This is an optimization exercise on Yosys and OpenROAD, whose aim is small area, a short achievable clock period and few clock cycles, not a production implementation.
RTL that was checked went through simulation tests only; none was proved equivalent to the original.
Power figures rest on the tool's default switching activity, not on a simulated workload.

job 4626:
// registers
module registers (
	input				axi_clk,
	input		[11:0]	h2f_axi_awid,
	input		[29:0]	h2f_axi_awaddr,
	input				h2f_axi_awvalid,
	output	reg			h2f_axi_awready,
	input		[31:0]	h2f_axi_wdata,
	input		[3:0]	h2f_axi_wstrb,
	input				h2f_axi_wlast,
	input				h2f_axi_wvalid,
	output	reg			h2f_axi_wready,
	output		[11:0]	h2f_axi_bid,
	output		[1:0]	h2f_axi_bresp,
	output	reg			h2f_axi_bvalid,
	input				h2f_axi_bready,
	input		[11:0]	h2f_axi_arid,
	input		[29:0]	h2f_axi_araddr,
	input		[3:0]	h2f_axi_arlen,
	input				h2f_axi_arvalid,
	output	reg			h2f_axi_arready,
	output		[11:0]	h2f_axi_rid,
	output	reg	[31:0]	h2f_axi_rdata,
	output		[1:0]	h2f_axi_rresp,
	output	reg			h2f_axi_rlast,
	output	reg			h2f_axi_rvalid,
	input				h2f_axi_rready,
	input		[31:0]	reg_fpga_rev,
	input				reg_sw1_4,
	input				reg_sw1_3,
	input				reg_sw1_2,
	input				reg_sw1_1,
	output	reg			reg_jp3_4,
	output	reg			reg_jp3_3,
	output	reg			reg_jp3_2,
	output	reg			reg_jp3_1,
	output	reg			reg_led_8,
	output	reg			reg_led_7,
	output	reg			reg_led_6,
	input				reg_led_5,
	output	reg	[20:1]	reg_jp5,
	output	reg	[6:1]	reg_jp4_rxn,
	output	reg	[6:1]	reg_jp4_rxp,
	output	reg	[6:1]	reg_jp4_txn,
	output	reg	[6:1]	reg_jp4_txp,
	input				axi_rst
  ...
For scale: ~670 cells after synthesis, about 290 I/O pins, about 6400 µm² of cells after synthesis.
Settings: LEC_CHECK=0, ABC_AREA=1, CAP_MARGIN=20, CORE_AREA=8 8 112 112, CTS_BUF_LIST=sky130_fd_sc_hd__clkbuf_8, CTS_CLUSTER_SIZE=40, DIE_AREA=0 0 120 120, PLACE_DENSITY=0.6, SETUP_SLACK_MARGIN=2.2, SLEW_MARGIN=20, TNS_END_PERCENT=20; clock period 4.0 ns.
standard.sh (not shown) runs the stock make flow with config.mk's settings and CLKGATE_MAP_FILE= SYNTH_SCRIPT=/design/flow/synth_recipe.tcl, a recipe that flattens the netlist after the stock synthesis.
==> flow/flow/run.sh <==
#!/bin/bash
set -euo pipefail
bash standard.sh 'BUFFER_PORTS_ARGS=-buffer_cell sky130_fd_sc_hd__buf_1' finish > make.log 2>&1
Having completed the whole flow, job 4626 delivered a layout that passed the timing, design-rule and antenna checks.
Testbench counts of job 4626, summed over its fixed seeds: cycles 12,061.
Setup changes, job 4626 to job 3867
- CORE_AREA changed from 8 8 112 112 to 10 10 150 150
- PLACE_DENSITY changed from 0.6 to 0.5
- TNS_END_PERCENT removed (was 20)
- SETUP_SLACK_MARGIN changed from 2.2 to 2.0
- DIE_AREA changed from 0 0 120 120 to 0 0 160 160
==> summary.txt <==
Against job 4626, job 3867 comes in about 24% higher on length of routed wiring on met1. Job 3867 — number of cells on the worst reg-to-reg path 2 lower, job 4626 as reference. The slowest cell on the critical path comes out buf_8 in one run and nand2_2 in the other, namely in job 3867 and job 4626 respectively. [job 3867 vs job 4626] largest net degree at the start of global routing: lower in job 3867. Taking job 4626 as the reference, in job 3867 total non-filler cell area in the finished layout now sits at about the same level, setup slack moved down.
> inputs changed (job 3867 -> job 9800)
- a change of SETUP_SLACK_MARGIN from 2.0 to 2.2
- an added TNS_END_PERCENT of 20
==> flow/flow/run.sh <==
#!/bin/bash
set -euo pipefail
bash standard.sh 'BUFFER_PORTS_ARGS=-buffer_cell sky130_fd_sc_hd__buf_1' \
  'CTS_ARGS=-sink_clustering_enable -repair_clock_nets -buf_list sky130_fd_sc_hd__clkbuf_8 -sink_clustering_size 40 -dont_use_dummy_load' \
  finish > make.log 2>&1
### Flow results
Delta (job 9800 minus job 3867): global-route usage level, proportion of layout cells with a drive suffix above 1 moved up.
Between job 3867 and job 9800, the difference in static leakage is negligible.
--- input diff job 9800..job 4972 ---
- SETUP_SLACK_MARGIN: 2.2 -> 2.0
- TNS_END_PERCENT: 20 -> unset
- Taking job 9800 as the reference, in job 4972 fraction of power spent switching nets dropped 0.45 points, combinational logic power decreased about 4%, sequential share of layout area went up, global-route wire length before repair now sits higher, total power -about 1.8%.
- The combinational share of power number comes out lower for job 4972 vs job 9800.
- Relative area change from synthesis to final layout: job 4972 vs job 9800 down 2.1 points

Another version of the RTL of registers (not shown whole).
For scale: roughly 690 cells after synthesis, roughly 6100 µm² of cells after synthesis.
==> flow/config.mk <==
export PLATFORM = sky130hd
export DESIGN_NAME = registers
export DESIGN_NICKNAME = registers
export VERILOG_FILES = /design/flow/design.v
export SDC_FILE = /design/flow/constraint.sdc
export NUM_CORES = 4
export LEC_CHECK = 0
export ABC_AREA = 1
export CAP_MARGIN = 20
export CORE_AREA = 10 10 150 150
export CTS_BUF_LIST = sky130_fd_sc_hd__clkbuf_8
export CTS_CLUSTER_SIZE = 40
export DIE_AREA = 0 0 160 160
export PLACE_DENSITY = 0.75
export SETUP_SLACK_MARGIN = 2.2
export SLEW_MARGIN = 20
export TNS_END_PERCENT = 20
==> flow/constraint.sdc <==
create_clock -name core_clock -period 4.0 [get_ports {axi_clk}]
set_input_delay 0.8000 -clock core_clock [delete_from_list [all_inputs] [get_ports {axi_clk}]]
set_output_delay 0.8000 -clock core_clock [all_outputs]
set_load 0.01 [all_outputs]
==> flow/flow/run.sh <==
#!/bin/bash
set -euo pipefail
bash standard.sh 'BUFFER_PORTS_ARGS=-buffer_cell sky130_fd_sc_hd__buf_1' \
  'CTS_ARGS=-sink_clustering_enable -repair_clock_nets -buf_list sky130_fd_sc_hd__clkbuf_8 -sink_clustering_size 40 -dont_use_dummy_load' \
  finish > make.log 2>&1
Testbench counts at the start, summed over its fixed seeds: cycles 12,061.
Then changed:
--- a/flow/config.mk
+++ b/flow/config.mk
@@ -7,11 +7,11 @@
 export LEC_CHECK = 0
 export ABC_AREA = 1
-export CAP_MARGIN = 20
+export CAP_MARGIN = 0
 export CORE_AREA = 10 10 150 150
 export CTS_BUF_LIST = sky130_fd_sc_hd__clkbuf_8
 export CTS_CLUSTER_SIZE = 40
 export DIE_AREA = 0 0 160 160
-export PLACE_DENSITY = 0.75
+export PLACE_DENSITY = 0.5
 export SETUP_SLACK_MARGIN = 2.2
-export SLEW_MARGIN = 20
+export SLEW_MARGIN = 0
 export TNS_END_PERCENT = 20
After rerunning:
- design area goes down slightly
- worst hold slack got worse by 0.0069 ns
- clock power goes up slightly
- clock skew goes up by 0.0053 ns
- maximum frequency stays flat
- via count goes down by a few percent
- non-clock buffer count goes down by 6

Starting RTL as in the previous note.
==> flow/config.mk <==
export PLATFORM = sky130hd
export DESIGN_NAME = registers
export DESIGN_NICKNAME = registers
export VERILOG_FILES = /design/flow/design.v
export SDC_FILE = /design/flow/constraint.sdc
export NUM_CORES = 4
export LEC_CHECK = 0
export ABC_AREA = 1
export CAP_MARGIN = 20
export CORE_AREA = 10 10 150 150
export CTS_BUF_LIST = sky130_fd_sc_hd__clkbuf_8
export CTS_CLUSTER_SIZE = 40
export DIE_AREA = 0 0 160 160
export PLACE_DENSITY = 0.5
export SETUP_SLACK_MARGIN = 2.3
export SLEW_MARGIN = 20
export TNS_END_PERCENT = 20
==> flow/constraint.sdc <==
create_clock -name core_clock -period 4.0 [get_ports {axi_clk}]
set_input_delay 0.8000 -clock core_clock [delete_from_list [all_inputs] [get_ports {axi_clk}]]
set_output_delay 0.8000 -clock core_clock [all_outputs]
set_load 0.01 [all_outputs]
Scripts as last shown in full above: flow/flow/run.sh
Testbench counts at the start, summed over its fixed seeds: cycles 12,061.
Change:
- PLACE_DENSITY: 0.5 -> 0.4
- SETUP_SLACK_MARGIN: 2.3 -> 2.2
Worst setup slack improves by 0.018 ns.
Wire length went up by about 8%.
Via count went up by 2.1%.
Die area is unchanged.
Count of clock-buffer cells in the layout is unchanged.
Change:
- PLACE_DENSITY: 0.4 -> 0.5
- SETUP_SLACK_MARGIN: 2.2 -> 2.25
Power barely changes.
Die area stays the same.
Cell area grows by 0.34%.
Via count shrinks by 1.2%.
Worst setup slack loses 0.014 ns.
Synthesized area does not change.
Wire length shrinks by 7.2%.
Sequential share of layout area stays flat.
Core utilization grows by 0.14 points.
Sequential cell count does not change.
Non-clock buffer count grows by 8.
Change:
- ABC_AREA: 1 -> not set
- SETUP_SLACK_MARGIN: 2.25 -> 2.2
Outcome:
- setup slack loses 0.14 ns
- routed wire length is higher by roughly a tenth
- via count is higher by a few percent
- flip-flop and latch count stays the same
- synthesized cell count is lower by roughly a tenth
- synthesized area is higher by a few percent
- design area is higher by a few percent
- power is higher by a few percent
- global-route usage is higher by 1.3 points
- final cell count is lower by a little under a tenth

main:
registers, a different RTL version from the one above (not shown whole).
Size: ~640 cells after synthesis, ~130 flip-flops, ~6300 sq um of cells after synthesis.
## registers
module registers (
	input				axi_clk,
	input		[11:0]	h2f_axi_awid,
	input		[29:0]	h2f_axi_awaddr,
	input				h2f_axi_awvalid,
	output	reg			h2f_axi_awready,
	input		[31:0]	h2f_axi_wdata,
	input		[3:0]	h2f_axi_wstrb,
	input				h2f_axi_wlast,
	input				h2f_axi_wvalid,
	output	reg			h2f_axi_wready,
	output		[11:0]	h2f_axi_bid,
	output		[1:0]	h2f_axi_bresp,
	output	reg			h2f_axi_bvalid,
	input				h2f_axi_bready,
	input		[11:0]	h2f_axi_arid,
	input		[29:0]	h2f_axi_araddr,
	input		[3:0]	h2f_axi_arlen,
	input				h2f_axi_arvalid,
	output	reg			h2f_axi_arready,
	output		[11:0]	h2f_axi_rid,
	output	reg	[31:0]	h2f_axi_rdata,
	output		[1:0]	h2f_axi_rresp,
	output	reg			h2f_axi_rlast,
	output	reg			h2f_axi_rvalid,
	input				h2f_axi_rready,
	input		[31:0]	reg_fpga_rev,
	input				reg_sw1_4,
	input				reg_sw1_3,
	input				reg_sw1_2,
	input				reg_sw1_1,
	output	reg			reg_jp3_4,
	output	reg			reg_jp3_3,
	output	reg			reg_jp3_2,
	output	reg			reg_jp3_1,
	output	reg			reg_led_8,
	output	reg			reg_led_7,
	output	reg			reg_led_6,
	input				reg_led_5,
	output	reg	[20:1]	reg_jp5,
	output	reg	[6:1]	reg_jp4_rxn,
	output	reg	[6:1]	reg_jp4_rxp,
	output	reg	[6:1]	reg_jp4_txn,
	output	reg	[6:1]	reg_jp4_txp,
	input				axi_rst
);
	assign h2f_axi_bresp = 2'b00;
	assign h2f_axi_rresp = 2'b00;
	reg		[11:0]	oid;
	assign h2f_axi_bid = oid;
	assign h2f_axi_rid = oid;
	reg				dir;		 
	reg				wact;		 
	reg				wfirst;		 
	reg				wbuf;		 
	reg				wapply;		 
	reg				bpend;		 
	reg				eng;		 
	reg				eng_new;	 
	reg		[4:0]	addr;		 
	reg		[3:0]	aux;		 
	reg		[11:0]	xid;		 
	reg		[3:0]	esel;		 
	wire aw_hs = h2f_axi_awvalid & h2f_axi_awready;
	wire w_hs  = h2f_axi_wvalid  & h2f_axi_wready;
	wire ar_hs = h2f_axi_arvalid & h2f_axi_arready;
	wire hs_id = aw_hs | ar_hs;
	wire [11:0] id_in = dir ? h2f_axi_arid : h2f_axi_awid;
	wire [3:0] hstb = {h2f_axi_rdata[31], h2f_axi_rdata[30], h2f_axi_rdata[23], h2f_axi_rdata[22]};
	wire [31:0] wcap = {h2f_axi_wstrb[3], h2f_axi_wstrb[2], h2f_axi_wdata[29:24],
	                    h2f_axi_wstrb[1], h2f_axi_wstrb[0], h2f_axi_wdata[21:0]};
	wire wk     = w_hs & (wact | aw_hs);		 
	wire lone_w = w_hs & ~wact & ~aw_hs;		 
	wire hb     = wbuf & aw_hs;					 
	wire bgen   = (wk & h2f_axi_wlast) | (hb & aux[0]);
	wire ob_free = ~h2f_axi_bvalid | h2f_axi_bready;
	wire wact_n   = (wact | aw_hs) & ~bgen;
	wire wfirst_n = aw_hs ? ~(w_hs | wbuf) : (wfirst & ~w_hs);
  ...
export LEC_CHECK = 0
export ABC_AREA = 1
export CAP_MARGIN = 20
export CORE_AREA = 10 10 150 150
export CTS_BUF_LIST = sky130_fd_sc_hd__clkbuf_8
export CTS_CLUSTER_SIZE = 40
export DIE_AREA = 0 0 160 160
export PLACE_DENSITY = 0.5
export SETUP_SLACK_MARGIN = 2.35
export SLEW_MARGIN = 20
export TNS_END_PERCENT = 10
create_clock -name core_clock -period 4.0 [get_ports {axi_clk}]
Scripts as last shown in full above: flow/flow/run.sh
#### Input delta (the feature branch over main)
Settings: SETUP_SLACK_MARGIN changed from 2.35 to 2.2; TNS_END_PERCENT changed from 10 to 20.
--- outcome ---
Diff main -> the feature branch: overall track demand over capacity in global routing now sits higher; clock power shows no meaningful change; worst endpoint required time went up 0.85 ns; sequential share of cell area moved up.
In terms of post-synthesis share of cell area spent on and, or, nand and nor gates, the feature branch and main differ only marginally.
Per the comparison of the feature branch with main, worst path arrival time now sits higher; portion of the clock cycle consumed by the worst path in the final layout now sits higher; total routed wirelength now sits lower; largest net degree at the start of global routing now sits at about the same level.
main ended up with reg2out as its start-to-end type of the worst setup path; the feature branch ended up with reg2reg.
The TritonCTS sink count of main and that of the feature branch are within noise of each other.
No functional check of the RTL was part of any run of this note.

-- re-timing with driven ports --
No port has a modelled driver above. Below, the same layouts with a new extraction and two added sets of constraints.
Step 1 assumes that a clkbuf_16 drives the clock port and a buf_2 every other input.
Step 2 times the ports against the registers' clock, not the clock port: input delays grow and output delays shrink by t, the midpoint of the rising clock arrivals with the driver on.
Slacks: no drivers / after step 1 / after step 2; pairs: no drivers / after step 1.
| run | shift t [ns] | setup slack, ns | clock arrival spread, ns |
|---|---|---|---|
| job 4626 | 0.450 | 2.138 / 2.148 / 1.698 | 0.010 / 0.010 |
| job 3867 | 0.476 | 2.108 / 2.110 / 1.646 | 0.011 / 0.011 |
| job 9800 | 0.465 | 2.175 / 2.138 / 1.738 | 0.026 / 0.026 |
| job 4972 | 0.457 | 2.090 / 2.104 / 1.647 | 0.032 / 0.033 |
| the first run of note 2 | 0.462 | 2.158 / 2.119 / 1.747 | 0.028 / 0.029 |
| the second run of note 2 | 0.463 | 2.157 / 2.118 / 1.737 | 0.033 / 0.033 |
| the first run of note 3 | 0.470 | 2.153 / 2.114 / 1.777 | 0.032 / 0.032 |
| the second run of note 3 | 0.464 | 2.171 / 2.132 / 1.761 | 0.030 / 0.030 |
| the third run of note 3 | 0.458 | 2.156 / 2.124 / 1.793 | 0.030 / 0.029 |
| the fourth run of note 3 | 0.475 | 2.016 / 2.013 / 1.538 | 0.026 / 0.026 |
| main | 0.470 | 2.168 / 2.127 / 1.745 | 0.032 / 0.032 |
| the feature branch | 0.462 | 2.152 / 2.117 / 1.697 | 0.031 / 0.031 |
After both steps every run listed still meets setup and hold. The setup slack of the fourth run of note 3, which loses most, moves by -0.003 ns with the drivers and by -0.478 ns with both steps.
